Context: an optimization exercise on an open-source flow, tuned for small area and a short achievable clock period. The choices shown serve that exercise and are no tape-out recipe. At most, simulation tests tie the RTL to the original design; equivalence was not proved. Power is estimated from default activity; no workload was simulated.

05-07:
==> flow/design.v <==
`timescale 1ns / 1ps
module register_file(
    input clk,
    input rst_d,
    input we,
    input [4:0] wa,
    input [15:0] wd,
    input [31:0] sela,
    input [31:0] selb,
    input hita,
    input hitb,
    input [15:0] byp,
    output [15:0] rda,
    output [15:0] rdb
    );
    localparam [511:0] INIT = {
        {19{16'h0000}},
        16'h0000, 16'h765E, 16'h756F, 16'h0000, 16'h3721, 16'h856D, 16'h0000,
        16'h0040, 16'h0060, 16'h0000, 16'h0060, 16'h0040, 16'h0000 };
    reg [15:0] rf [0:31];
    wire [15:0] wd0 = wd & {16{~rst_d}};
    wire [15:0] wd1 = wd | {16{rst_d}};
    genvar i;
    generate
        for (i = 0; i < 32; i = i + 1) begin : g_reg
            localparam [15:0] IV = INIT[16*i +: 16];
            always @(posedge clk)
                if (rst_d || (we && wa == i))
                    rf[i] <= (wd0 & ~IV) | (wd1 & IV);
        end
    endgenerate
    reg [15:0] ora, orb;
    integer k;
    always @(*) begin
        ora = byp & {16{hita}};
        orb = byp & {16{hitb}};
        for (k = 0; k < 32; k = k + 1) begin
            ora = ora | (rf[k] & {16{sela[k]}});
            orb = orb | (rf[k] & {16{selb[k]}});
        end
    end
    assign rda = ora;
    assign rdb = orb;
endmodule
`timescale 1ns / 1ps
module top_module(
    input clk,
    input rst,
    input [31:0] instr,
    output [15:0] alu_out,
    output top_out
    );
    reg rst_d;
    reg [31:0] selA1, selB1;
    reg hitA1, hitB1;
    reg [4:0] rd1;
    reg mul1, shl1, xor1, add1, v1;
    reg [15:0] A2, B2;
    reg [4:0] rd2;
    reg mul2, shl2, xor2, add2, v2;
    reg [15:0] ps3, pc3, pd3;
    reg z3, nz3, v3;
    reg [4:0] rd3;
    reg [15:0] res4, res4w;
    reg z4, v4;
    reg [4:0] rd4;
    assign alu_out = res4;
    assign top_out = z4;
    wire [4:0] ra = instr[4:0];
    wire [4:0] rb = instr[9:5];
    wire [2:0] op = instr[17:15];
    wire hA = v3 && rd3 == ra;
    wire hB = v3 && rd3 == rb;
    wire [15:0] rda, rdb;
    register_file rf1(.clk(clk), .rst_d(rst_d), .we(v4), .wa(rd4), .wd(res4w),
                      .sela(selA1), .selb(selB1), .hita(hitA1), .hitb(hitB1),
                      .byp(res4w), .rda(rda), .rdb(rdb));
    wire [15:0] sh = (|B2[15:4]) ? 16'd0 : (A2 << B2[3:0]);
    wire [15:0] sum = A2 + B2;
    wire [15:0] x = A2 ^ B2;
    wire [15:0] r2 = (sh & {16{shl2}}) | (x & {16{xor2}}) | (sum & {16{add2}});
    wire zsh = (|B2[15:4]) || ~|(A2 & (16'hffff >> B2[3:0]));
    wire zx = A2 == B2;
    wire zadd = x == {A2[14:0] | B2[14:0], 1'b0};    
    wire zmul = ~|A2[7:0] || ~|B2[7:0];
    wire z2 = (mul2 && zmul) || (shl2 && zsh) || (xor2 && zx) || (add2 && zadd) ||
              !(mul2 || shl2 || xor2 || add2);
    wire [7:0] bm = B2[7:0] & {8{mul2}};
    wire [15:0] pp [0:7];
    genvar j;
    generate
        for (j = 0; j < 8; j = j + 1) begin : g_pp
            assign pp[j] = {8'd0, A2[7:0] & {8{bm[j]}}} << j;
        end
    endgenerate
    wire [15:0] s0 = pp[0] ^ pp[1] ^ pp[2];
    wire [15:0] c0 = ((pp[0] & pp[1]) | (pp[0] & pp[2]) | (pp[1] & pp[2])) << 1;
    wire [15:0] s1 = pp[3] ^ pp[4] ^ pp[5];
    wire [15:0] c1 = ((pp[3] & pp[4]) | (pp[3] & pp[5]) | (pp[4] & pp[5])) << 1;
    wire [15:0] s2 = s0 ^ c0 ^ s1;
    wire [15:0] c2 = ((s0 & c0) | (s0 & s1) | (c0 & s1)) << 1;
    wire [15:0] s3 = c1 ^ pp[6] ^ pp[7];
    wire [15:0] c3 = ((c1 & pp[6]) | (c1 & pp[7]) | (pp[6] & pp[7])) << 1;
    wire [15:0] s4 = s2 ^ c2 ^ s3;
    wire [15:0] c4 = ((s2 & c2) | (s2 & s3) | (c2 & s3)) << 1;
    wire [15:0] t5 = ps3 ^ pc3 ^ pd3;
    wire [15:0] c5 = ((ps3 & pc3) | (ps3 & pd3) | (pc3 & pd3)) << 1;
    wire [15:0] res = t5 + c5;
    always @(posedge clk) begin
        rst_d <= rst;
        if (rst) begin
            mul1 <= 1'b0; shl1 <= 1'b0; xor1 <= 1'b0; add1 <= 1'b0; v1 <= 1'b0;
            hitA1 <= 1'b0; hitB1 <= 1'b0;
            mul2 <= 1'b0; shl2 <= 1'b0; xor2 <= 1'b0; add2 <= 1'b0; v2 <= 1'b0;
            z3 <= 1'b1; nz3 <= 1'b0; v3 <= 1'b0;
            res4 <= 16'd0; z4 <= 1'b0; v4 <= 1'b0;
        end else begin
            mul1 <= op == 3'd1; shl1 <= op == 3'd2; xor1 <= op == 3'd3; add1 <= op == 3'd4;
            v1 <= 1'b1;
            hitA1 <= hA; hitB1 <= hB;
            mul2 <= mul1; shl2 <= shl1; xor2 <= xor1; add2 <= add1; v2 <= v1;
            z3 <= z2; nz3 <= 1'b1; v3 <= v2;
            res4 <= res & {16{nz3}}; z4 <= z3; v4 <= v3;
        end
        selA1 <= (32'd1 << ra) & {32{~hA}};
        selB1 <= (32'd1 << rb) & {32{~hB}};
        rd1 <= instr[14:10];
        A2 <= rda; B2 <= rdb; rd2 <= rd1;
        ps3 <= s4; pc3 <= c4; pd3 <= c3 | r2; rd3 <= rd2;
        res4w <= res; rd4 <= rd3;
    end
endmodule
Settings: LEC_CHECK=0, CAP_MARGIN=20, CORE_MARGIN=2, CORE_UTILIZATION=40, CTS_BUF_LIST=sky130_fd_sc_hd__clkbuf_16, CTS_CLUSTER_DIAMETER=80, CTS_CLUSTER_SIZE=22, PLACE_DENSITY=0.6, SETUP_SLACK_MARGIN=2.8, SLEW_MARGIN=20; clock period 5.0 ns.
run.sh (not shown) runs the stock make flow with config.mk's settings and CLKGATE_MAP_FILE= SYNTH_SCRIPT=/design/flow/synth_recipe.tcl, a recipe that flattens the netlist after the stock synthesis.
Relative to 05-07, the following input files were edited for 07-13:
--- a/flow/design.v
+++ b/flow/design.v
@@ -57,13 +57,14 @@
     reg mul1, shl1, xor1, add1, v1;
     reg [15:0] A2, B2;
+    reg [7:0] Am2, Bm2;       
     reg [4:0] rd2;
     reg mul2, shl2, xor2, add2, v2;
     reg [15:0] ps3, pc3, pd3;
-    reg z3, nz3, v3;
+    reg z3, v3;
     reg [4:0] rd3;
-    reg [15:0] res4, res4w;
-    reg z4, v4;
+    reg [15:0] res4;
+    reg ok4, z4, v4;
     reg [4:0] rd4;
-    assign alu_out = res4;
+    assign alu_out = res4 & {16{ok4}};
     assign top_out = z4;
     wire [4:0] ra = instr[4:0];
@@ -73,7 +74,7 @@
     wire hB = v3 && rd3 == rb;
     wire [15:0] rda, rdb;
-    register_file rf1(.clk(clk), .rst_d(rst_d), .we(v4), .wa(rd4), .wd(res4w),
+    register_file rf1(.clk(clk), .rst_d(rst_d), .we(v4), .wa(rd4), .wd(res4),
                       .sela(selA1), .selb(selB1), .hita(hitA1), .hitb(hitB1),
-                      .byp(res4w), .rda(rda), .rdb(rdb));
+                      .byp(res4), .rda(rda), .rdb(rdb));
     wire [15:0] sh = (|B2[15:4]) ? 16'd0 : (A2 << B2[3:0]);
     wire [15:0] sum = A2 + B2;
@@ -83,13 +84,12 @@
     wire zx = A2 == B2;
     wire zadd = x == {A2[14:0] | B2[14:0], 1'b0};    
-    wire zmul = ~|A2[7:0] || ~|B2[7:0];
+    wire zmul = ~|Am2 || ~|Bm2;
     wire z2 = (mul2 && zmul) || (shl2 && zsh) || (xor2 && zx) || (add2 && zadd) ||
               !(mul2 || shl2 || xor2 || add2);
-    wire [7:0] bm = B2[7:0] & {8{mul2}};
     wire [15:0] pp [0:7];
     genvar j;
     generate
         for (j = 0; j < 8; j = j + 1) begin : g_pp
-            assign pp[j] = {8'd0, A2[7:0] & {8{bm[j]}}} << j;
+            assign pp[j] = {8'd0, Am2 & {8{Bm2[j]}}} << j;
         end
     endgenerate
@@ -112,14 +112,16 @@
             mul1 <= 1'b0; shl1 <= 1'b0; xor1 <= 1'b0; add1 <= 1'b0; v1 <= 1'b0;
             hitA1 <= 1'b0; hitB1 <= 1'b0;
+            Am2 <= 8'd0; Bm2 <= 8'd0;
             mul2 <= 1'b0; shl2 <= 1'b0; xor2 <= 1'b0; add2 <= 1'b0; v2 <= 1'b0;
-            z3 <= 1'b1; nz3 <= 1'b0; v3 <= 1'b0;
-            res4 <= 16'd0; z4 <= 1'b0; v4 <= 1'b0;
+            z3 <= 1'b1; v3 <= 1'b0;
+            z4 <= 1'b0; v4 <= 1'b0;
         end else begin
             mul1 <= op == 3'd1; shl1 <= op == 3'd2; xor1 <= op == 3'd3; add1 <= op == 3'd4;
             v1 <= 1'b1;
             hitA1 <= hA; hitB1 <= hB;
+            Am2 <= rda[7:0] & {8{mul1}}; Bm2 <= rdb[7:0] & {8{mul1}};
             mul2 <= mul1; shl2 <= shl1; xor2 <= xor1; add2 <= add1; v2 <= v1;
-            z3 <= z2; nz3 <= 1'b1; v3 <= v2;
-            res4 <= res & {16{nz3}}; z4 <= z3; v4 <= v3;
+            z3 <= z2; v3 <= v2;
+            z4 <= z3; v4 <= v3;
         end
         selA1 <= (32'd1 << ra) & {32{~hA}};
@@ -128,5 +130,5 @@
         A2 <= rda; B2 <= rdb; rd2 <= rd1;
         ps3 <= s4; pc3 <= c4; pd3 <= c3 | r2; rd3 <= rd2;
-        res4w <= res; rd4 <= rd3;
+        res4 <= res; ok4 <= ~rst && ~rst_d; rd4 <= rd3;
     end
 endmodule
- In 07-13, the longest individual stage delay on the worst path came out 0.25 ns below the value in 05-07.
- Compared with 05-07, 07-13 shows a higher depth of the critical timing path with buffers and inverters included.
- 07-13 vs. 05-07: via count shows a reduction of 215, number of ordinary and repair buffers in the finished layout decreased by 58 relative to the old numbers, period utilization grew by 2.7 points.
- Diff 05-07 -> 07-13: post-synthesis net count climbed 16; worst setup slack lost 0.14 ns; number of antenna violations at the first check in global routing now smaller.
- Comparing 07-13 and 05-07, final area is higher on 05-07.
- Leakage component of the power improves in 07-13 relative to 05-07.
- In the metrics for 07-13 and 05-07, the one carrying the lower share of cell area taken by multi-input logic gates is 07-13.
- Of 07-13 and 05-07, the lower inverter count of the layout excluding clock inverters belongs to 07-13.
- Compare 07-13 and 05-07 | wire length lower: 07-13
No functional check of the RTL was part of 05-07.

[port drivers added, routing unchanged]
The results above use ideal ports. As a check the final layouts listed here were re-extracted and re-timed, cells and wires unchanged. Step 1 assumes that a clkbuf_16 drives the clock port and a buf_2 every other input. Step 2, shift: input delay + t, output delay - t, t = (earliest + latest rising clock arrival at the registers) / 2. This alone moves slack from input paths to output paths. Three values: no drivers, after step 1, after step 2; two values: the first two.
| run | t, ns | setup WS [ns] | worst register clock-pin slew, ns |
|---|---|---|---|
| 05-07 | 0.669 | 2.416 / 2.416 / 2.274 | 0.10 / 0.10 |
| 07-13 | 0.669 | 2.280 / 2.280 / 2.280 | 0.10 / 0.10 |
After both steps setup and hold are still met in every run listed. The setup slack of 05-07, which loses most, moves by 0.000 ns with the drivers and by -0.142 ns with both steps.
